Context: an optimization exercise on an open-source flow, tuned for small area. The choices shown serve that exercise and are no tape-out recipe. Only simulation tests tie the RTL to the original design; equivalence was not proved. Power and IR drop assume default switching activity.

==> flow/design.v <==
module font_rom (
    input  logic [6:0] code,
    input  logic [2:0] row,
    input  logic [2:0] col,
    output logic       pixel
);
    wire c5 = code[5];
    wire c2 = code[2];
    wire c6 = code[6];
    wire c3 = code[3];
    wire c4 = code[4];
    wire c0 = code[0];
    wire c1 = code[1];
    wire r2 = row[2];
    wire r1 = row[1];
    wire r0 = row[0];
    wire x1 = col[1];
    wire x2 = col[2];
    wire x0 = col[0];
    wire new_n15, new_n16, new_n17, new_n18, new_n19, new_n20, new_n21,
        new_n22, new_n23, new_n24, new_n25, new_n26, new_n27, new_n28, new_n29,
        new_n30, new_n31, new_n32, new_n33, new_n34, new_n35, new_n36, new_n37,
        new_n38, new_n39, new_n40, new_n41, new_n42, new_n43, new_n44, new_n45,
        new_n46, new_n47, new_n48, new_n49, new_n50, new_n51, new_n52, new_n53,
        new_n54, new_n55, new_n56, new_n57, new_n58, new_n59, new_n60, new_n61,
        new_n62, new_n63, new_n64, new_n65, new_n66, new_n67, new_n68, new_n69,
        new_n70, new_n71, new_n72, new_n73, new_n74, new_n75, new_n76, new_n77,
        new_n78, new_n79, new_n80, new_n81, new_n82, new_n83, new_n84, new_n85,
        new_n86, new_n87, new_n88, new_n89, new_n90, new_n91, new_n92, new_n93,
        new_n94, new_n95, new_n96, new_n97, new_n98, new_n99, new_n100,
        new_n101, new_n102, new_n103, new_n104, new_n105, new_n106, new_n107,
        new_n108, new_n109, new_n110, new_n111, new_n112, new_n113, new_n114,
        new_n115, new_n116, new_n117, new_n118, new_n119, new_n120, new_n121,
        new_n122, new_n123, new_n124, new_n125, new_n126, new_n127, new_n128,
        new_n129, new_n130, new_n131, new_n132, new_n133, new_n134, new_n135,
        new_n136, new_n137, new_n138, new_n139, new_n140, new_n141, new_n142,
        new_n143, new_n144, new_n145, new_n146, new_n147, new_n148, new_n149,
        new_n150, new_n151, new_n152, new_n153, new_n154, new_n155, new_n156,
        new_n157, new_n158, new_n159, new_n160, new_n161, new_n162, new_n163,
        new_n164, new_n165, new_n166, new_n167, new_n168, new_n169, new_n170,
        new_n171, new_n172, new_n173, new_n174, new_n175, new_n176, new_n177,
        new_n178, new_n179, new_n180, new_n181, new_n182, new_n183, new_n184,
        new_n185, new_n186, new_n187, new_n188, new_n189, new_n190, new_n191,
        new_n192, new_n193, new_n194, new_n195, new_n196, new_n197, new_n198,
        new_n199, new_n200, new_n201, new_n202, new_n203, new_n204, new_n205,
        new_n206, new_n207, new_n208, new_n209, new_n210, new_n211, new_n212,
        new_n213, new_n214, new_n215, new_n216, new_n217, new_n218, new_n219,
        new_n220, new_n221, new_n222, new_n223, new_n224, new_n225, new_n226,
        new_n227, new_n228, new_n229, new_n230, new_n231, new_n232, new_n233,
        new_n234, new_n235, new_n236, new_n237, new_n238, new_n239, new_n240,
        new_n241, new_n242, new_n243, new_n244, new_n245, new_n246, new_n247,
        new_n248, new_n249, new_n250, new_n251, new_n252, new_n253, new_n254,
        new_n255, new_n256, new_n257, new_n258, new_n259, new_n260, new_n261,
        new_n262, new_n263, new_n264, new_n265, new_n266, new_n267, new_n268,
        new_n269, new_n270, new_n271, new_n272, new_n273, new_n274, new_n275,
        new_n276, new_n277, new_n278, new_n279, new_n280, new_n281, new_n282,
        new_n283, new_n284, new_n285, new_n286, new_n287, new_n288, new_n289,
        new_n290, new_n291, new_n292, new_n293, new_n294, new_n295, new_n296,
        new_n297, new_n298, new_n299, new_n300, new_n301, new_n302, new_n303,
        new_n304, new_n305, new_n306, new_n307, new_n308, new_n309, new_n310,
        new_n311, new_n312, new_n313, new_n314, new_n315, new_n316, new_n317,
        new_n318, new_n319, new_n320, new_n321, new_n322, new_n323, new_n324,
        new_n325, new_n326, new_n327, new_n328, new_n329, new_n330, new_n331,
        new_n332, new_n333, new_n334, new_n335, new_n336, new_n337, new_n338,
        new_n339, new_n340, new_n341, new_n342, new_n343, new_n344, new_n345,
        new_n346, new_n347, new_n348, new_n349, new_n350, new_n351, new_n352,
        new_n353, new_n354, new_n355, new_n356, new_n357, new_n358, new_n359,
        new_n360, new_n361, new_n362, new_n363, new_n364, new_n365, new_n366,
        new_n367, new_n368, new_n369, new_n370, new_n371, new_n372, new_n373,
        new_n374, new_n375, new_n376, new_n377, new_n378, new_n379, new_n380,
        new_n381, new_n382, new_n383, new_n384, new_n385, new_n386, new_n387,
        new_n388, new_n389, new_n390, new_n391, new_n392, new_n393, new_n394,
        new_n395, new_n396, new_n397, new_n398, new_n399, new_n400, new_n401,
        new_n402, new_n403, new_n404, new_n405, new_n406, new_n407, new_n408,
        new_n409, new_n410, new_n411, new_n412, new_n413, new_n414, new_n415,
        new_n416, new_n417, new_n418, new_n419, new_n420, new_n421, new_n422,
        new_n423, new_n424, new_n425, new_n426, new_n427, new_n428, new_n429,
        new_n430, new_n431, new_n432, new_n433, new_n434, new_n435, new_n436,
        new_n437, new_n438, new_n439, new_n440, new_n441, new_n442, new_n443,
        new_n444, new_n445, new_n446, new_n447, new_n448, new_n449, new_n450,
        new_n451, new_n452, new_n453, new_n454, new_n455, new_n456, new_n457,
        new_n458, new_n459, new_n460, new_n461, new_n462, new_n463, new_n464,
        new_n465, new_n466, new_n467, new_n468, new_n469, new_n470, new_n471,
        new_n472, new_n473, new_n474, new_n475, new_n476, new_n477, new_n478,
        new_n479, new_n480, new_n481, new_n482, new_n483, new_n484, new_n485,
        new_n486, new_n487, new_n488, new_n489, new_n490, new_n491, new_n492,
        new_n493, new_n494, new_n495, new_n496, new_n497, new_n498, new_n499,
        new_n500, new_n501, new_n502, new_n503, new_n504, new_n505, new_n506,
        new_n507, new_n508, new_n509, new_n510, new_n511, new_n512, new_n513,
        new_n514, new_n515, new_n516, new_n517, new_n518, new_n519, new_n520,
        new_n521, new_n522, new_n523, new_n524, new_n525, new_n526, new_n527,
        new_n528, new_n529, new_n530, new_n531, new_n532, new_n533, new_n534,
        new_n535, new_n536, new_n537, new_n538, new_n539, new_n540, new_n541,
        new_n542, new_n543, new_n544, new_n545, new_n546, new_n547, new_n548;
      assign new_n15 = ~r2 & ~r1;
      assign new_n16 = r1 & r0;
      assign new_n17 = r2 & ~r0;
      assign new_n18 = ~r1 & new_n17;
      assign new_n19 = ~new_n16 & ~new_n18;
      assign new_n20 = r2 & r0;
      assign new_n21 = ~r2 & r1;
      assign new_n22 = ~new_n18 & ~new_n21;
      assign new_n23 = ~new_n16 & ~new_n22;
      assign new_n24 = ~new_n20 & ~new_n23;
      assign new_n25 = ~x0 & ~new_n24;
      assign new_n26 = new_n19 & ~new_n25;
      assign new_n27 = c1 & ~r0;
      assign new_n28 = ~x1 & ~x0;
      assign new_n29 = x2 & new_n28;
      assign new_n30 = ~x2 & ~new_n28;
      assign new_n31 = ~new_n29 & ~new_n30;
      assign new_n32 = ~x1 & ~x2;
      assign new_n33 = ~new_n31 & ~new_n32;
      assign new_n34 = ~new_n27 & new_n33;
      assign new_n35 = new_n26 & new_n34;
      assign new_n36 = ~r1 & ~x1;
      assign new_n37 = x1 & ~x0;
      assign new_n38 = r1 & new_n37;
      assign new_n39 = ~new_n36 & ~new_n38;
      assign new_n40 = c1 & ~new_n39;
      assign new_n41 = ~new_n26 & new_n40;
      assign new_n42 = ~new_n35 & ~new_n41;
      assign new_n43 = ~c0 & new_n42;
      assign new_n44 = r0 & x0;
      assign new_n45 = r1 & ~r0;
      assign new_n46 = ~new_n44 & ~new_n45;
      assign new_n47 = new_n33 & new_n46;
      assign new_n48 = ~new_n33 & ~new_n46;
      assign new_n49 = ~new_n47 & ~new_n48;
      assign new_n50 = r1 & new_n20;
      assign new_n51 = x1 & x2;
      assign new_n52 = x0 & new_n51;
      assign new_n53 = ~new_n50 & ~new_n52;
      assign new_n54 = c1 & r1;
      assign new_n55 = new_n53 & ~new_n54;
      assign new_n56 = ~new_n49 & new_n55;
      assign new_n57 = new_n43 & new_n56;
      assign new_n58 = c1 & ~c0;
      assign new_n59 = ~new_n51 & new_n58;
      assign new_n60 = x1 & x0;
      assign new_n61 = ~new_n28 & ~new_n60;
      assign new_n62 = ~r2 & ~new_n61;
      assign new_n63 = ~new_n45 & ~new_n62;
      assign new_n64 = new_n59 & ~new_n63;
      assign new_n65 = r2 & r1;
      assign new_n66 = new_n32 & new_n65;
      assign new_n67 = ~r2 & ~r0;
      assign new_n68 = new_n28 & new_n67;
      assign new_n69 = ~new_n20 & ~new_n67;
      assign new_n70 = x1 & new_n69;
      assign new_n71 = ~new_n68 & ~new_n70;
      assign new_n72 = ~new_n66 & new_n71;
      assign new_n73 = ~r0 & ~new_n72;
      assign new_n74 = x2 & new_n16;
      assign new_n75 = x1 & ~new_n16;
      assign new_n76 = ~new_n74 & ~new_n75;
      assign new_n77 = new_n31 & ~new_n76;
      assign new_n78 = ~new_n73 & ~new_n77;
      assign new_n79 = r2 & ~new_n78;
      assign new_n80 = ~r1 & r0;
      assign new_n81 = new_n61 & new_n80;
      assign new_n82 = ~x2 & new_n28;
      assign new_n83 = ~new_n51 & ~new_n82;
      assign new_n84 = new_n80 & ~new_n83;
      assign new_n85 = ~new_n52 & ~new_n84;
      assign new_n86 = ~new_n81 & ~new_n85;
      assign new_n87 = ~new_n79 & ~new_n86;
      assign new_n88 = ~c1 & c0;
      assign new_n89 = ~r2 & x1;
      assign new_n90 = new_n88 & ~new_n89;
      assign new_n91 = new_n87 & new_n90;
      assign new_n92 = ~new_n64 & ~new_n91;
      assign new_n93 = ~new_n57 & new_n92;
      assign new_n94 = c3 & ~new_n93;
      assign new_n95 = ~r0 & new_n15;
      assign new_n96 = ~new_n65 & ~new_n95;
      assign new_n97 = ~x0 & ~new_n96;
      assign new_n98 = ~new_n61 & new_n69;
      assign new_n99 = x2 & new_n65;
      assign new_n100 = c1 & new_n20;
      assign new_n101 = ~new_n99 & ~new_n100;
      assign new_n102 = ~new_n98 & new_n101;
      assign new_n103 = new_n97 & new_n102;
      assign new_n104 = new_n88 & ~new_n103;
      assign new_n105 = new_n72 & new_n104;
      assign new_n106 = new_n72 & new_n82;
      assign new_n107 = new_n37 & new_n67;
      assign new_n108 = ~c0 & ~new_n107;
      assign new_n109 = new_n102 & ~new_n108;
      assign new_n110 = ~new_n32 & ~new_n51;
      assign new_n111 = c1 & new_n110;
      assign new_n112 = ~x0 & ~new_n111;
      assign new_n113 = ~new_n60 & ~new_n112;
      assign new_n114 = ~new_n65 & new_n113;
      assign new_n115 = ~new_n23 & ~new_n80;
      assign new_n116 = ~x0 & new_n95;
      assign new_n117 = ~new_n50 & ~new_n116;
      assign new_n118 = new_n115 & new_n117;
      assign new_n119 = ~new_n114 & ~new_n118;
      assign new_n120 = ~x1 & new_n15;
      assign new_n121 = x2 & ~new_n120;
      assign new_n122 = ~x1 & x0;
      assign new_n123 = new_n95 & new_n122;
      assign new_n124 = new_n58 & ~new_n123;
      assign new_n125 = ~new_n121 & new_n124;
      assign new_n126 = ~new_n119 & new_n125;
      assign new_n127 = ~new_n102 & ~new_n126;
      assign new_n128 = ~new_n109 & ~new_n127;
      assign new_n129 = ~new_n106 & new_n128;
      assign new_n130 = ~new_n105 & ~new_n129;
      assign new_n131 = ~x1 & ~new_n65;
      assign new_n132 = ~r2 & ~x2;
      assign new_n133 = new_n131 & ~new_n132;
      assign new_n134 = ~x2 & ~new_n60;
      assign new_n135 = new_n95 & ~new_n134;
      assign new_n136 = ~new_n133 & ~new_n135;
      assign new_n137 = ~new_n31 & new_n65;
      assign new_n138 = new_n136 & ~new_n137;
      assign new_n139 = x2 & new_n138;
      assign new_n140 = c1 & c0;
      assign new_n141 = ~r1 & ~r0;
      assign new_n142 = new_n31 & new_n141;
      assign new_n143 = new_n140 & ~new_n142;
      assign new_n144 = ~r2 & ~x1;
      assign new_n145 = r0 & ~new_n144;
      assign new_n146 = ~new_n68 & ~new_n145;
      assign new_n147 = ~x2 & ~new_n146;
      assign new_n148 = ~new_n74 & ~new_n147;
      assign new_n149 = new_n143 & new_n148;
      assign new_n150 = ~new_n139 & new_n149;
      assign new_n151 = new_n130 & ~new_n150;
      assign new_n152 = c4 & ~c3;
      assign new_n153 = new_n85 & new_n152;
      assign new_n154 = ~new_n151 & new_n153;
      assign new_n155 = ~new_n94 & ~new_n154;
      assign new_n156 = ~new_n15 & ~new_n155;
      assign new_n157 = new_n51 & new_n115;
      assign new_n158 = r0 & new_n82;
      assign new_n159 = ~new_n61 & ~new_n115;
      assign new_n160 = ~new_n158 & ~new_n159;
      assign new_n161 = ~new_n157 & new_n160;
      assign new_n162 = new_n58 & new_n161;
      assign new_n163 = ~r0 & ~new_n37;
      assign new_n164 = new_n65 & ~new_n163;
      assign new_n165 = ~r2 & ~new_n16;
      assign new_n166 = ~new_n134 & new_n165;
      assign new_n167 = ~new_n164 & ~new_n166;
      assign new_n168 = new_n162 & new_n167;
      assign new_n169 = ~r0 & ~new_n31;
      assign new_n170 = ~new_n45 & new_n131;
      assign new_n171 = ~new_n169 & ~new_n170;
      assign new_n172 = ~new_n15 & ~new_n171;
      assign new_n173 = ~new_n96 & new_n110;
      assign new_n174 = ~new_n22 & new_n32;
      assign new_n175 = ~new_n173 & ~new_n174;
      assign new_n176 = ~r0 & x0;
      assign new_n177 = ~new_n175 & ~new_n176;
      assign new_n178 = new_n172 & ~new_n177;
      assign new_n179 = r1 & new_n17;
      assign new_n180 = new_n61 & new_n179;
      assign new_n181 = ~new_n178 & ~new_n180;
      assign new_n182 = new_n88 & ~new_n181;
      assign new_n183 = ~new_n32 & new_n141;
      assign new_n184 = new_n140 & ~new_n183;
      assign new_n185 = new_n172 & new_n184;
      assign new_n186 = ~c3 & ~new_n185;
      assign new_n187 = ~new_n182 & new_n186;
      assign new_n188 = ~new_n168 & new_n187;
      assign new_n189 = ~c4 & ~new_n188;
      assign new_n190 = ~new_n156 & ~new_n189;
      assign new_n191 = ~x1 & ~new_n45;
      assign new_n192 = ~r2 & x2;
      assign new_n193 = new_n88 & ~new_n192;
      assign new_n194 = ~new_n31 & new_n193;
      assign new_n195 = ~new_n191 & new_n194;
      assign new_n196 = ~c1 & ~c0;
      assign new_n197 = x0 & ~new_n76;
      assign new_n198 = new_n22 & new_n33;
      assign new_n199 = ~new_n33 & new_n96;
      assign new_n200 = ~new_n198 & ~new_n199;
      assign new_n201 = new_n22 & ~new_n76;
      assign new_n202 = ~x0 & ~new_n201;
      assign new_n203 = ~new_n200 & new_n202;
      assign new_n204 = ~new_n197 & ~new_n203;
      assign new_n205 = new_n196 & new_n204;
      assign new_n206 = new_n61 & new_n140;
      assign new_n207 = ~new_n205 & ~new_n206;
      assign new_n208 = ~new_n46 & ~new_n207;
      assign new_n209 = ~new_n65 & ~new_n80;
      assign new_n210 = ~x2 & new_n209;
      assign new_n211 = c1 & ~x1;
      assign new_n212 = ~c0 & new_n211;
      assign new_n213 = ~new_n210 & new_n212;
      assign new_n214 = ~new_n208 & ~new_n213;
      assign new_n215 = ~new_n195 & new_n214;
      assign new_n216 = r0 & new_n15;
      assign new_n217 = ~new_n215 & ~new_n216;
      assign new_n218 = ~new_n140 & ~new_n196;
      assign new_n219 = ~new_n23 & new_n60;
      assign new_n220 = ~new_n218 & ~new_n219;
      assign new_n221 = ~new_n165 & ~new_n206;
      assign new_n222 = x2 & ~new_n221;
      assign new_n223 = r1 & new_n169;
      assign new_n224 = ~new_n61 & new_n96;
      assign new_n225 = ~new_n111 & new_n224;
      assign new_n226 = ~new_n223 & ~new_n225;
      assign new_n227 = ~new_n222 & new_n226;
      assign new_n228 = new_n220 & new_n227;
      assign new_n229 = ~new_n217 & ~new_n228;
      assign new_n230 = ~new_n50 & ~new_n229;
      assign new_n231 = ~c4 & c3;
      assign new_n232 = r2 & new_n58;
      assign new_n233 = new_n16 & new_n232;
      assign new_n234 = ~new_n31 & new_n233;
      assign new_n235 = new_n231 & ~new_n234;
      assign new_n236 = ~new_n230 & new_n235;
      assign new_n237 = c6 & c5;
      assign new_n238 = ~new_n236 & new_n237;
      assign new_n239 = ~new_n190 & new_n238;
      assign new_n240 = ~c1 & ~x2;
      assign new_n241 = r2 & ~new_n240;
      assign new_n242 = new_n161 & ~new_n241;
      assign new_n243 = ~c0 & ~new_n242;
      assign new_n244 = ~new_n20 & ~new_n95;
      assign new_n245 = new_n31 & ~new_n244;
      assign new_n246 = new_n17 & new_n37;
      assign new_n247 = ~new_n245 & ~new_n246;
      assign new_n248 = c1 & ~new_n32;
      assign new_n249 = ~new_n89 & ~new_n248;
      assign new_n250 = ~new_n141 & ~new_n249;
      assign new_n251 = ~new_n66 & ~new_n250;
      assign new_n252 = new_n247 & new_n251;
      assign new_n253 = ~new_n15 & new_n140;
      assign new_n254 = new_n71 & new_n253;
      assign new_n255 = new_n87 & new_n254;
      assign new_n256 = new_n252 & ~new_n255;
      assign new_n257 = ~new_n36 & ~new_n169;
      assign new_n258 = c0 & x2;
      assign new_n259 = r2 & new_n258;
      assign new_n260 = new_n209 & ~new_n259;
      assign new_n261 = c1 & ~new_n260;
      assign new_n262 = ~x2 & new_n44;
      assign new_n263 = new_n15 & new_n262;
      assign new_n264 = ~new_n261 & ~new_n263;
      assign new_n265 = ~new_n257 & ~new_n264;
      assign new_n266 = c0 & ~new_n265;
      assign new_n267 = ~new_n256 & new_n266;
      assign new_n268 = ~new_n243 & ~new_n267;
      assign new_n269 = new_n54 & new_n132;
      assign new_n270 = ~new_n232 & ~new_n269;
      assign new_n271 = new_n204 & ~new_n270;
      assign new_n272 = new_n152 & ~new_n271;
      assign new_n273 = ~new_n268 & new_n272;
      assign new_n274 = new_n88 & new_n144;
      assign new_n275 = ~new_n43 & ~new_n274;
      assign new_n276 = new_n26 & new_n269;
      assign new_n277 = new_n16 & ~new_n194;
      assign new_n278 = ~new_n196 & ~new_n277;
      assign new_n279 = ~new_n33 & ~new_n278;
      assign new_n280 = ~new_n26 & new_n279;
      assign new_n281 = ~new_n276 & ~new_n280;
      assign new_n282 = ~new_n275 & new_n281;
      assign new_n283 = ~new_n165 & new_n195;
      assign new_n284 = c4 & c3;
      assign new_n285 = ~new_n283 & new_n284;
      assign new_n286 = ~new_n282 & new_n285;
      assign new_n287 = ~new_n81 & new_n175;
      assign new_n288 = new_n140 & ~new_n287;
      assign new_n289 = ~c4 & ~new_n288;
      assign new_n290 = x0 & new_n21;
      assign new_n291 = new_n165 & ~new_n290;
      assign new_n292 = ~new_n33 & new_n291;
      assign new_n293 = ~new_n141 & ~new_n291;
      assign new_n294 = new_n33 & new_n293;
      assign new_n295 = ~new_n292 & ~new_n294;
      assign new_n296 = new_n104 & new_n295;
      assign new_n297 = ~c3 & ~new_n296;
      assign new_n298 = new_n289 & new_n297;
      assign new_n299 = ~new_n162 & new_n298;
      assign new_n300 = new_n140 & new_n204;
      assign new_n301 = c1 & new_n61;
      assign new_n302 = new_n16 & ~new_n301;
      assign new_n303 = new_n33 & ~new_n302;
      assign new_n304 = new_n196 & ~new_n303;
      assign new_n305 = new_n58 & ~new_n138;
      assign new_n306 = new_n88 & new_n110;
      assign new_n307 = new_n61 & new_n96;
      assign new_n308 = new_n306 & ~new_n307;
      assign new_n309 = new_n231 & ~new_n308;
      assign new_n310 = ~new_n305 & new_n309;
      assign new_n311 = ~new_n304 & new_n310;
      assign new_n312 = ~new_n300 & new_n311;
      assign new_n313 = c6 & ~c5;
      assign new_n314 = new_n53 & new_n313;
      assign new_n315 = ~new_n312 & new_n314;
      assign new_n316 = ~new_n299 & new_n315;
      assign new_n317 = ~new_n286 & new_n316;
      assign new_n318 = ~new_n273 & new_n317;
      assign new_n319 = r2 & ~x2;
      assign new_n320 = ~new_n62 & ~new_n319;
      assign new_n321 = new_n33 & new_n320;
      assign new_n322 = new_n42 & ~new_n321;
      assign new_n323 = new_n97 & new_n322;
      assign new_n324 = new_n96 & ~new_n322;
      assign new_n325 = new_n53 & new_n196;
      assign new_n326 = ~new_n324 & new_n325;
      assign new_n327 = ~new_n323 & new_n326;
      assign new_n328 = c1 & ~r2;
      assign new_n329 = ~new_n126 & ~new_n328;
      assign new_n330 = r1 & ~new_n32;
      assign new_n331 = new_n76 & new_n330;
      assign new_n332 = new_n30 & new_n141;
      assign new_n333 = ~new_n29 & ~new_n332;
      assign new_n334 = ~new_n331 & new_n333;
      assign new_n335 = ~new_n329 & ~new_n334;
      assign new_n336 = x1 & ~new_n58;
      assign new_n337 = ~new_n65 & ~new_n336;
      assign new_n338 = ~new_n51 & new_n218;
      assign new_n339 = ~new_n50 & new_n338;
      assign new_n340 = ~new_n337 & new_n339;
      assign new_n341 = new_n152 & ~new_n340;
      assign new_n342 = ~new_n265 & new_n341;
      assign new_n343 = ~new_n335 & new_n342;
      assign new_n344 = ~new_n327 & new_n343;
      assign new_n345 = ~c0 & ~new_n75;
      assign new_n346 = new_n141 & ~new_n336;
      assign new_n347 = ~new_n345 & ~new_n346;
      assign new_n348 = new_n59 & new_n347;
      assign new_n349 = new_n165 & ~new_n252;
      assign new_n350 = ~c1 & ~new_n349;
      assign new_n351 = new_n131 & new_n247;
      assign new_n352 = new_n258 & ~new_n351;
      assign new_n353 = new_n80 & ~new_n134;
      assign new_n354 = ~new_n31 & ~new_n123;
      assign new_n355 = ~new_n353 & new_n354;
      assign new_n356 = new_n24 & new_n355;
      assign new_n357 = ~x2 & ~new_n353;
      assign new_n358 = c0 & ~new_n357;
      assign new_n359 = ~c0 & new_n36;
      assign new_n360 = ~new_n165 & ~new_n359;
      assign new_n361 = ~new_n358 & new_n360;
      assign new_n362 = ~new_n356 & new_n361;
      assign new_n363 = ~new_n352 & ~new_n362;
      assign new_n364 = new_n350 & new_n363;
      assign new_n365 = ~new_n348 & ~new_n364;
      assign new_n366 = c4 & ~new_n365;
      assign new_n367 = c3 & ~new_n366;
      assign new_n368 = ~new_n23 & ~new_n83;
      assign new_n369 = c0 & new_n53;
      assign new_n370 = ~new_n15 & ~new_n369;
      assign new_n371 = ~new_n368 & ~new_n370;
      assign new_n372 = ~new_n219 & new_n371;
      assign new_n373 = new_n61 & new_n110;
      assign new_n374 = new_n165 & new_n373;
      assign new_n375 = ~new_n372 & ~new_n374;
      assign new_n376 = c1 & ~new_n375;
      assign new_n377 = ~new_n20 & ~new_n61;
      assign new_n378 = new_n306 & new_n377;
      assign new_n379 = ~c4 & ~new_n378;
      assign new_n380 = ~new_n376 & new_n379;
      assign new_n381 = ~c6 & c5;
      assign new_n382 = ~new_n380 & new_n381;
      assign new_n383 = ~new_n367 & new_n382;
      assign new_n384 = ~new_n344 & new_n383;
      assign new_n385 = ~c2 & ~new_n384;
      assign new_n386 = ~new_n318 & new_n385;
      assign new_n387 = ~new_n239 & new_n386;
      assign new_n388 = r0 & new_n351;
      assign new_n389 = ~new_n65 & new_n196;
      assign new_n390 = ~new_n388 & new_n389;
      assign new_n391 = ~new_n214 & new_n390;
      assign new_n392 = ~new_n123 & new_n131;
      assign new_n393 = ~new_n31 & new_n196;
      assign new_n394 = ~new_n392 & new_n393;
      assign new_n395 = new_n117 & new_n394;
      assign new_n396 = ~new_n351 & new_n395;
      assign new_n397 = new_n214 & new_n396;
      assign new_n398 = ~new_n391 & ~new_n397;
      assign new_n399 = new_n58 & new_n351;
      assign new_n400 = r2 & new_n348;
      assign new_n401 = ~new_n399 & ~new_n400;
      assign new_n402 = new_n29 & new_n328;
      assign new_n403 = ~new_n44 & new_n132;
      assign new_n404 = c1 & ~new_n403;
      assign new_n405 = x1 & ~new_n404;
      assign new_n406 = ~new_n402 & ~new_n405;
      assign new_n407 = ~new_n96 & ~new_n113;
      assign new_n408 = new_n406 & new_n407;
      assign new_n409 = new_n96 & ~new_n406;
      assign new_n410 = new_n369 & ~new_n409;
      assign new_n411 = ~new_n408 & new_n410;
      assign new_n412 = new_n401 & ~new_n411;
      assign new_n413 = ~new_n15 & ~new_n412;
      assign new_n414 = c4 & ~new_n413;
      assign new_n415 = new_n398 & new_n414;
      assign new_n416 = new_n83 & new_n302;
      assign new_n417 = ~new_n37 & ~new_n136;
      assign new_n418 = ~new_n28 & new_n65;
      assign new_n419 = ~new_n417 & ~new_n418;
      assign new_n420 = ~new_n416 & new_n419;
      assign new_n421 = new_n325 & ~new_n420;
      assign new_n422 = new_n88 & ~new_n353;
      assign new_n423 = new_n172 & new_n422;
      assign new_n424 = ~c4 & ~new_n423;
      assign new_n425 = ~new_n126 & new_n424;
      assign new_n426 = ~new_n421 & new_n425;
      assign new_n427 = ~new_n255 & new_n426;
      assign new_n428 = new_n237 & ~new_n427;
      assign new_n429 = ~new_n415 & new_n428;
      assign new_n430 = x0 & new_n96;
      assign new_n431 = new_n204 & ~new_n430;
      assign new_n432 = ~new_n356 & ~new_n431;
      assign new_n433 = c1 & ~new_n65;
      assign new_n434 = ~new_n20 & new_n433;
      assign new_n435 = ~c0 & ~new_n434;
      assign new_n436 = ~new_n432 & ~new_n435;
      assign new_n437 = ~x2 & ~new_n224;
      assign new_n438 = x2 & ~new_n218;
      assign new_n439 = ~new_n431 & new_n438;
      assign new_n440 = ~new_n437 & ~new_n439;
      assign new_n441 = ~new_n436 & new_n440;
      assign new_n442 = new_n436 & ~new_n440;
      assign new_n443 = new_n17 & ~new_n442;
      assign new_n444 = new_n140 & ~new_n443;
      assign new_n445 = ~new_n441 & ~new_n444;
      assign new_n446 = new_n289 & ~new_n445;
      assign new_n447 = ~r0 & ~new_n89;
      assign new_n448 = ~new_n42 & new_n447;
      assign new_n449 = ~r1 & ~new_n44;
      assign new_n450 = new_n198 & ~new_n449;
      assign new_n451 = c0 & new_n406;
      assign new_n452 = ~new_n450 & new_n451;
      assign new_n453 = new_n31 & new_n120;
      assign new_n454 = c4 & ~new_n453;
      assign new_n455 = ~new_n394 & new_n454;
      assign new_n456 = ~new_n452 & new_n455;
      assign new_n457 = new_n401 & new_n456;
      assign new_n458 = ~new_n448 & new_n457;
      assign new_n459 = new_n314 & ~new_n458;
      assign new_n460 = ~new_n446 & new_n459;
      assign new_n461 = ~new_n429 & ~new_n460;
      assign new_n462 = ~c3 & ~new_n461;
      assign new_n463 = ~x2 & ~new_n290;
      assign new_n464 = new_n19 & new_n463;
      assign new_n465 = ~new_n398 & new_n464;
      assign new_n466 = ~new_n89 & ~new_n464;
      assign new_n467 = new_n196 & ~new_n466;
      assign new_n468 = ~new_n465 & new_n467;
      assign new_n469 = ~new_n115 & new_n192;
      assign new_n470 = ~new_n130 & new_n469;
      assign new_n471 = ~new_n165 & new_n211;
      assign new_n472 = new_n80 & new_n89;
      assign new_n473 = ~new_n269 & ~new_n472;
      assign new_n474 = ~new_n471 & new_n473;
      assign new_n475 = ~new_n416 & ~new_n474;
      assign new_n476 = ~new_n19 & new_n240;
      assign new_n477 = ~new_n51 & ~new_n476;
      assign new_n478 = ~new_n475 & new_n477;
      assign new_n479 = ~new_n470 & new_n478;
      assign new_n480 = c0 & ~new_n479;
      assign new_n481 = ~x1 & ~new_n15;
      assign new_n482 = ~new_n192 & new_n481;
      assign new_n483 = ~c0 & ~new_n482;
      assign new_n484 = ~new_n65 & ~new_n483;
      assign new_n485 = ~new_n325 & ~new_n484;
      assign new_n486 = ~new_n356 & new_n485;
      assign new_n487 = x1 & new_n20;
      assign new_n488 = ~c3 & ~new_n487;
      assign new_n489 = ~new_n143 & ~new_n488;
      assign new_n490 = c3 & new_n20;
      assign new_n491 = c4 & new_n381;
      assign new_n492 = ~new_n490 & new_n491;
      assign new_n493 = ~new_n489 & new_n492;
      assign new_n494 = ~new_n486 & new_n493;
      assign new_n495 = ~new_n480 & new_n494;
      assign new_n496 = ~new_n468 & new_n495;
      assign new_n497 = x1 & ~new_n96;
      assign new_n498 = ~new_n128 & new_n497;
      assign new_n499 = new_n140 & ~new_n141;
      assign new_n500 = ~new_n204 & new_n499;
      assign new_n501 = c0 & new_n192;
      assign new_n502 = ~new_n319 & ~new_n501;
      assign new_n503 = ~new_n88 & ~new_n502;
      assign new_n504 = ~new_n500 & new_n503;
      assign new_n505 = ~new_n416 & ~new_n504;
      assign new_n506 = new_n347 & ~new_n505;
      assign new_n507 = ~new_n498 & new_n506;
      assign new_n508 = ~c6 & ~new_n507;
      assign new_n509 = ~new_n211 & ~new_n328;
      assign new_n510 = ~new_n499 & new_n509;
      assign new_n511 = new_n172 & ~new_n510;
      assign new_n512 = new_n47 & new_n80;
      assign new_n513 = new_n165 & ~new_n481;
      assign new_n514 = new_n218 & ~new_n513;
      assign new_n515 = ~new_n483 & new_n514;
      assign new_n516 = ~new_n512 & new_n515;
      assign new_n517 = ~new_n448 & new_n516;
      assign new_n518 = new_n237 & ~new_n394;
      assign new_n519 = ~new_n517 & new_n518;
      assign new_n520 = new_n53 & ~new_n519;
      assign new_n521 = ~new_n511 & ~new_n520;
      assign new_n522 = ~c1 & x0;
      assign new_n523 = ~new_n213 & ~new_n522;
      assign new_n524 = new_n18 & ~new_n523;
      assign new_n525 = ~new_n44 & ~new_n141;
      assign new_n526 = new_n165 & new_n525;
      assign new_n527 = ~new_n213 & new_n526;
      assign new_n528 = new_n218 & new_n303;
      assign new_n529 = ~new_n527 & new_n528;
      assign new_n530 = ~new_n524 & new_n529;
      assign new_n531 = new_n80 & ~new_n113;
      assign new_n532 = ~new_n200 & ~new_n531;
      assign new_n533 = new_n140 & ~new_n532;
      assign new_n534 = r2 & new_n37;
      assign new_n535 = new_n20 & new_n122;
      assign new_n536 = new_n389 & ~new_n535;
      assign new_n537 = ~new_n534 & new_n536;
      assign new_n538 = ~new_n437 & new_n537;
      assign new_n539 = c6 & ~new_n538;
      assign new_n540 = ~new_n533 & new_n539;
      assign new_n541 = ~new_n530 & new_n540;
      assign new_n542 = ~c5 & ~new_n541;
      assign new_n543 = new_n231 & ~new_n542;
      assign new_n544 = ~new_n521 & new_n543;
      assign new_n545 = ~new_n508 & new_n544;
      assign new_n546 = c2 & ~new_n545;
      assign new_n547 = ~new_n496 & new_n546;
      assign new_n548 = ~new_n462 & new_n547;
      assign pixel = ~new_n387 & ~new_n548;
endmodule
module caption_renderer (
    input  logic         clk,
    input  logic         rst_n,
    input  logic [7:0]   pixel_x,
    input  logic [7:0]   pixel_y,
    input  logic         text_load,       
    input  logic [255:0] text_string,
    input  logic [4:0]   text_length,
    input  logic [7:0]   cfg_y_position,
    output logic         box_d1,          
    output logic         lit_d1           
);
    localparam CHARS = 18;
    function automatic logic [8:0] sub_ripple(input logic [7:0] a, input logic [7:0] b);
        logic borrow;
        borrow = 1'b0;
        for (int i = 0; i < 8; i++) begin
            sub_ripple[i] = a[i] ^ b[i] ^ borrow;
            borrow = (~a[i] & b[i]) | (~(a[i] ^ b[i]) & borrow);
        end
        sub_ripple[8] = borrow;
    endfunction
    logic [6:0] line_buffer [0:CHARS-1];
    logic [4:0] line_length;
    always_ff @(posedge clk or negedge rst_n) begin
        if (!rst_n)
            line_length <= 5'd0;
        else if (text_load)
            line_length <= (text_length[4] & (text_length[3] | text_length[2] |
                                              (text_length[1] & text_length[0])))
                           ? 5'd18 : text_length;    
    end
    always_ff @(posedge clk) begin
        if (text_load)
            for (int c = 0; c < CHARS; c++)
                line_buffer[c] <= text_string[254 - c*8 -: 7];
    end
    logic [8:0] y_off;
    assign y_off = sub_ripple(pixel_y, cfg_y_position);
    wire in_rows = ~y_off[8] & ~y_off[7] & ~y_off[6] & ~y_off[3] &
                   (~y_off[5] | (~y_off[4] & ~y_off[2]));
    wire [2:0] glyph_row = y_off[2:0];
    wire [2:0] start_q = {~(line_length[2] ^ (line_length[1] | line_length[0])),
                          line_length[1] ^ line_length[0], line_length[0]};    
    logic [8:0] rel;
    assign rel = sub_ripple({2'b0, pixel_x[7:2]}, {5'b0, start_q});
    wire [4:0] char_index = rel[5:1];
    logic [8:0] idx_cmp;
    assign idx_cmp = sub_ripple({3'b0, char_index}, {3'b0, line_length});
    wire in_x = ~rel[8] & idx_cmp[8];
    wire in_box = in_rows & in_x;
    logic [6:0] cur_char;
    always_comb begin
        if (char_index[4])
            cur_char = char_index[0] ? line_buffer[17] : line_buffer[16];
        else
            cur_char = line_buffer[char_index[3:0]];
    end
    logic [6:0] char_d1;
    logic       glyph_pixel;
    font_rom u_font_rom (
        .code  (char_d1),
        .row   (glyph_row),
        .col   (pixel_x[2:0]),
        .pixel (glyph_pixel)
    );
    always_ff @(posedge clk) begin
        char_d1 <= cur_char;
        box_d1  <= in_box;
        lit_d1  <= in_box & box_d1 & glyph_pixel;
    end
endmodule
module alpha_blender (
    input  logic        clk,
    input  logic        rst_n,
    input  logic [14:0] vid_rgb_in,
    input  logic        vid_de_in,
    input  logic        vid_vs_in,
    input  logic        vid_hs_in,
    input  logic        overlay_alpha,
    input  logic        overlay_lit,
    input  logic [14:0] overlay_color,
    output logic [14:0] vid_rgb_out,
    output logic        vid_de_out,
    output logic        vid_vs_out,
    output logic        vid_hs_out,
    input  logic        cfg_enable
);
    logic [17:0] vid_d1, vid_d2;
    always_ff @(posedge clk) begin
        vid_d1 <= {vid_rgb_in, vid_de_in, vid_vs_in, vid_hs_in};
        vid_d2 <= vid_d1;
    end
    wire show_caption = cfg_enable & overlay_alpha;
    always_ff @(posedge clk or negedge rst_n) begin
        if (!rst_n) begin
            vid_rgb_out <= 15'h0000;
            vid_de_out  <= 1'b0;
            vid_vs_out  <= 1'b0;
            vid_hs_out  <= 1'b0;
        end else begin
            vid_rgb_out <= show_caption ? (overlay_lit ? overlay_color : 15'h0000)
                                        : vid_d2[17:3];
            vid_de_out  <= vid_d2[2];
            vid_vs_out  <= vid_d2[1];
            vid_hs_out  <= vid_d2[0];
        end
    end
endmodule
`timescale 1ns / 1ps
module caption_overlay (
    input  logic         clk,
    input  logic         rst_n,
    input  logic [14:0]  vid_rgb_in,
    input  logic         vid_de_in,
    input  logic         vid_vs_in,
    input  logic         vid_hs_in,
    input  logic [7:0]   vid_x,
    input  logic [7:0]   vid_y,
    input  logic         text_valid,
    input  logic [255:0] text_string,
    input  logic [4:0]   text_length,
    input  logic         cfg_enable,
    input  logic         cfg_mode,
    input  logic [14:0]  cfg_caption_color,
    input  logic [7:0]   cfg_caption_y,
    output logic [14:0]  vid_rgb_out,
    output logic         vid_de_out,
    output logic         vid_vs_out,
    output logic         vid_hs_out
);
    wire caption_en = cfg_enable & cfg_mode;
    logic box_d1, lit_d1;
    caption_renderer u_caption_renderer (
        .clk            (clk),
        .rst_n          (rst_n),
        .pixel_x        (vid_x),
        .pixel_y        (vid_y),
        .text_load      (text_valid & caption_en),
        .text_string    (text_string),
        .text_length    (text_length),
        .cfg_y_position (cfg_caption_y),
        .box_d1         (box_d1),
        .lit_d1         (lit_d1)
    );
    logic        caption_alpha, caption_lit;
    logic [14:0] caption_color;
    always_ff @(posedge clk or negedge rst_n) begin
        if (!rst_n) begin
            caption_alpha <= 1'b0;
            caption_lit   <= 1'b0;
        end else begin
            caption_alpha <= caption_en & box_d1;
            caption_lit   <= caption_en & lit_d1;
        end
    end
    always_ff @(posedge clk)
        caption_color <= cfg_caption_color;
    alpha_blender u_alpha_blender (
        .clk           (clk),
        .rst_n         (rst_n),
        .vid_rgb_in    (vid_rgb_in),
        .vid_de_in     (vid_de_in),
        .vid_vs_in     (vid_vs_in),
        .vid_hs_in     (vid_hs_in),
        .overlay_alpha (caption_alpha),
        .overlay_lit   (caption_lit),
        .overlay_color (caption_color),
        .vid_rgb_out   (vid_rgb_out),
        .vid_de_out    (vid_de_out),
        .vid_vs_out    (vid_vs_out),
        .vid_hs_out    (vid_hs_out),
        .cfg_enable    (cfg_enable)
    );
endmodule
==> flow/flow/run.sh <==
#!/bin/bash
# Own layout flow: the standard ORFS flow (standard.sh) with
#  - synthesis: the standard synthesis script, with an area-oriented ABC
#    mapping script (flow/abc_min_area.script);
#  - port buffers: buf_1 cells (every input and output port still gets one);
#  - CTS: clkbuf_4 clock buffers in clusters of at most 10 sinks, no dummy
#    loads.
# Each tool's output is logged under orfs/logs (ORFS) and in flow_make.log.
set -euo pipefail
W=$(pwd)
export FLOW_WORK=$W
export FLOW_ABC_SCRIPT=$W/flow/abc_min_area.script
bash "$W/standard.sh" \
  SYNTH_SCRIPT="$W/flow/synth_area.tcl" \
  BUFFER_PORTS_ARGS="-buffer_cell sky130_fd_sc_hd__buf_1" \
  CTS_ARGS="-sink_clustering_enable -repair_clock_nets -dont_use_dummy_load -buf_list {sky130_fd_sc_hd__clkbuf_4} -sink_clustering_size 10 -sink_clustering_max_diameter 50" \
  finish > "$W/flow_make.log" 2>&1
==> flow/flow/abc_min_area.script <==
strash
dch
amap
mfs2
strash
dch
amap
mfs2
strash
dch
amap
topo
stime -c
==> flow/flow/synth_area.tcl <==
# The standard synthesis (synth_recipe.tcl, which ORFS's synth.tcl runs
# under), with one change: the final ABC technology mapping uses an
# area-oriented script instead of ORFS's delay-oriented one. Registers are
# mapped before ABC runs, so they are those of the standard synthesis.
proc abc {args} {
  set i [lsearch -exact $args -script]
  if { $i >= 0 } {
    lset args [expr { $i + 1 }] $::env(FLOW_ABC_SCRIPT)
  }
  yosys abc {*}$args
}
source $::env(FLOW_WORK)/synth_recipe.tcl
==> flow/standard.sh <==
#!/bin/bash
# synth_recipe.tcl (not shown) runs the flow's synth.tcl, then flattens the netlist and writes it again
# the make line also repeats each setting of config.mk as NAME=value (left out here)
make -C /OpenROAD-flow-scripts/flow DESIGN_CONFIG=/design/flow/config.mk WORK_HOME=/design/flow/orfs CLKGATE_MAP_FILE= SYNTH_SCRIPT=/design/flow/synth_recipe.tcl "${@:-finish}"
==> flow/config.mk <==
export PLATFORM = sky130hd
export DESIGN_NAME = caption_overlay
export DESIGN_NICKNAME = caption_overlay
export VERILOG_FILES = /design/flow/design.v
export SDC_FILE = /design/flow/constraint.sdc
export NUM_CORES = 4
export LEC_CHECK = 0
export ABC_AREA = 1
export CAP_MARGIN = 20
export CORE_MARGIN = 2
export CORE_UTILIZATION = 50
export GPL_TIMING_DRIVEN = 0
export SLEW_MARGIN = 20
export SYNTH_MEMORY_MAX_BITS = 16384
==> flow/constraint.sdc <==
create_clock -name core_clock -period 10.0 [get_ports {clk}]
set_input_delay 2.0000 -clock core_clock [delete_from_list [all_inputs] [get_ports {clk}]]
set_output_delay 2.0000 -clock core_clock [all_outputs]
set_load 0.01 [all_outputs]
==> run summary <==
## layer usage
metal  up-vias  global-route usage  share of wire
li1       3326                   -              -
met1      3575              0.4019           0.38
met2       563              0.4784           0.46
met3        88             0.08499           0.12
met4         0              0.1271          0.038
met5         -                   0              0
## worst max-delay path by stage
| stage | startpoint | end |
|---|---|---|
| 6_report | vid_y[0] | u_caption_renderer.lit_d1 |
| 5_1_grt | vid_y[0] | u_caption_renderer.lit_d1 |
| 4_1_cts | vid_y[0] | u_caption_renderer.lit_d1 |
| 3_5_place_dp | vid_y[0] | u_caption_renderer.lit_d1 |
| 3_3_place_gp | vid_y[0] | u_caption_renderer.lit_d1 |
| 2_1_floorplan | vid_y[0] | u_caption_renderer.lit_d1 |
## synthesized netlist by cell type, types with 5 or more instances
| master | n |
|---|---|
| a22o_1 | 11 |
| a22oi_1 | 12 |
| nor2_1 | 85 |
| nor2b_1 | 5 |
| clkinv_1 | 83 |
| nand4_1 | 5 |
| ha_1 | 26 |
| dfxtp_1 | 60 |
| a21oi_1 | 25 |
| fa_1 | 9 |
| a2111oi_0 | 6 |
| a211oi_1 | 5 |
| a222oi_1 | 16 |
| nand2_1 | 39 |
| o21a_1 | 6 |
| nand3_1 | 11 |
| o22ai_1 | 14 |
| dfrtp_1 | 25 |
| a31oi_1 | 11 |
| nor3_1 | 39 |
| a32o_1 | 16 |
| a221oi_1 | 14 |
| edfxtp_1 | 126 |
| nor4_1 | 5 |
| o21ai_0 | 30 |
| or3_1 | 5 |
## final cells by class
type / count / share of cell area
diodes: 1 / 0.0002447
clock buffers: 26 / 0.01909
inverters: 83 / 0.03096
multi-input cells: 446 / 0.2932
flip-flops and latches: 211 / 0.5486
well taps: 225 / 0.02753
repair buffers: 212 / 0.08039
## report_power, final
| group | internal, mW | switching, mW |
|---|---|---|
| clock | 0.120 | 0.247 |
| sequential | 0.982 | 0.0551 |
| combinational | 0.240 | 0.495 |
| total | 1.34 | 0.797 |
## cell families (layout without fill, tap and decap cells)
logic type                 Yosys count  after routing  synth area share
DFF                                211            211            0.6307
and+or+nand+nor                    208            208            0.1054
AOI/OAI and AO/OA                  203            203            0.1720
buffers and inverters               83            321           0.03503
adders and majority gates           35             35           0.05683
other                                0              1                 0
## flip-flops by register name, summed over array words and instances (netlist names)
signal and cells:
u_caption_renderer.box_d1 1, u_alpha_blender.vid_d1 18, caption_color 15, u_alpha_blender.vid_hs_out 1, u_alpha_blender.vid_vs_out 1, caption_lit 1
u_alpha_blender.vid_de_out 1, u_caption_renderer.char_d1 7, caption_alpha 1, u_caption_renderer.line_buffer 126, u_caption_renderer.line_length 5, u_caption_renderer.lit_d1 1
u_alpha_blender.vid_rgb_out 15, u_alpha_blender.vid_d2 18
## metrics by stage
stage / power [mW] / cells
after global placement: 1.772 / 1175
after floorplan: 1.475 / 740
after CTS: 2.111 / 1202
after detailed placement: 1.753 / 1176
final: 2.137 / 1204
after global routing: 2.236 / 1204
## critical path: cells and delay by family
family                   cells  cell delay (ns)
adder cells (fa/ha/maj)      4             1.75
AND/OR/NAND/NOR             10             1.75
AO/OA/AOI/OAI                8             1.79
buffers and inverters        8             1.55
==> run summary <==
outcome: timing/DRC/antenna clean
final hold violation count: 0
CTS tree: done
core box area: 17360 sq um
CP max stage cell: fa_1
commonest non-fill, non-tap cell in the layout: buf_1
Reg area: 5610 sq um
Crit Reg-Reg Startpoint: u_caption_renderer.char_d1[1]
num ports: 341
Routed Wire Length: 28760 um
Port Buffer Count: 210
H-Tree Depth: 1
# clock sinks: 211
kind of end point of the critical path: flop
synthesis-to-finish area growth: 14.97%
RSZ-0062 raised after global routing: no
synth unique cells: 50
largest net degree at the start of global routing: 99
minimum clock period: 8.296 ns
TritonRoute pass-1 iters: 6
Cell Area, Placed: 10010 sq um
pwr dens: 209.0 nW/um^2
final design utilization: 0.5892
Num CTS Buffers: 26
first-pass GRT wire length: 42500 um
worst slack, placed: 1.353 ns
GRT Overall Usage: 0.3054
fillcell total: 1424
ys async rst share: 0.1185
hold path cells: 0
RD Place Congestion: 0.9823
Final Setup Violations: 0
hold_buf cts: 0
post-DP HPWL: 21760 um
Initial Utilization: 0.5125
longest individual stage delay on the worst path: 0.90 ns
r2r endpoint: u_caption_renderer.lit_d1
vias after detailed routing: 7552
Hold Crit Start: u_alpha_blender.vid_d1[16]
Die W: 137.4 um
clock skew: 0.08887 ns
gr ovfl total: 0
post-synthesis sequential area ratio: 0.6307
MaxCap Viol Count: 0
initial antenna violation count: 1
crit share post-route: 0.8296
setup_tns: 0 ns
Hold Crit Endpoint: u_alpha_blender.vid_d2[16]
yosys warns: 4
cells on worst reg2reg path: 18
largest area contributor in the netlist: edfxtp_1
CP Class: primary input to flop
Critical Path AT: 8.84 ns
post_cts resized: 0
number of synthesized flops with an enable pin: 126
Primary FF master, synth: edfxtp_1
Synth area leaders: edfxtp_1 (43%), dfxtp_1 (14%), dfrtp_1 (7.0%), ha_1 (3.7%), nor2_1 (3.6%)
nets: 1338
most frequent CP cell: clkinv_1
worst path required time: 10.55 ns
Vert. Die Dim: 137.4 um
crit path setup slack, layout: 1.704 ns
Setup Buffers After CTS: 0
commonest non-fill, non-tap cells in the layout: buf_1 (209), edfxtp_1 (126), nor2_1 (85)
die area: 18870 sq um
Root Buffer Master: clkbuf_4
CP startpoint kind: primary input
r2r setup slk: 4.99 ns
layout cells sized above 1: 0.03579
Seq cells post-synth: 211
vias in the first global route: 7602
Clock Latency Late Sink: 0.64 ns
Multi-input gate area: 2998 sq um
Yosys top cell area share: 0.4254
peak supply drop: 0.1483 mV
Mapped Area: 8895 sq um
Routed Antenna Nets: 0
WL/cell: 23.89 um
Slew HR: 0.1869
count of pins over their slew limit: 0
worst slew pin tran: 1.207 ns
# rows: 48
Max clock buf depth: 3
Fmax: 120.5 MHz
Post-Syn Nets: 1098
DRC Markers: 0
worst hold path class: flop to flop
Mean Syn Cell Area: 12.02 sq um
hold_ws: 0.3246 ns
starting DRC count in detailed routing: 828
CP max FO: 16
cell area after layout: 10230 sq um
cell count after synthesis: 740
Reg clk slew, reported paths: 0.10 ns
Vias per Instance: 6.272
leak pwr: 3.477 nW

-- re-timing with driven ports --
The results above use ideal ports. As a check the final layout listed here was re-extracted and re-timed, cells and wires unchanged. Step 1 assumes that a clkbuf_16 drives the clock port and a buf_2 every other input. Step 2 times the ports against the registers' clock, not the clock port: input delays grow and output delays shrink by t, the midpoint of the rising clock arrivals with the driver on. Slacks: no drivers / after step 1 / after step 2; pairs: no drivers / after step 1.
t, ns: 0.638
setup slack, ns: 1.704 / 1.718 / 1.080
hold slack, ns: 0.325 / 0.325 / 0.325
worst setup path after step 2: input to register
pins driven straight from the clock port: 1
After both steps this run still meets setup and hold. For this run, drivers alone change the setup slack by +0.014 ns; drivers and shift together by -0.624 ns.
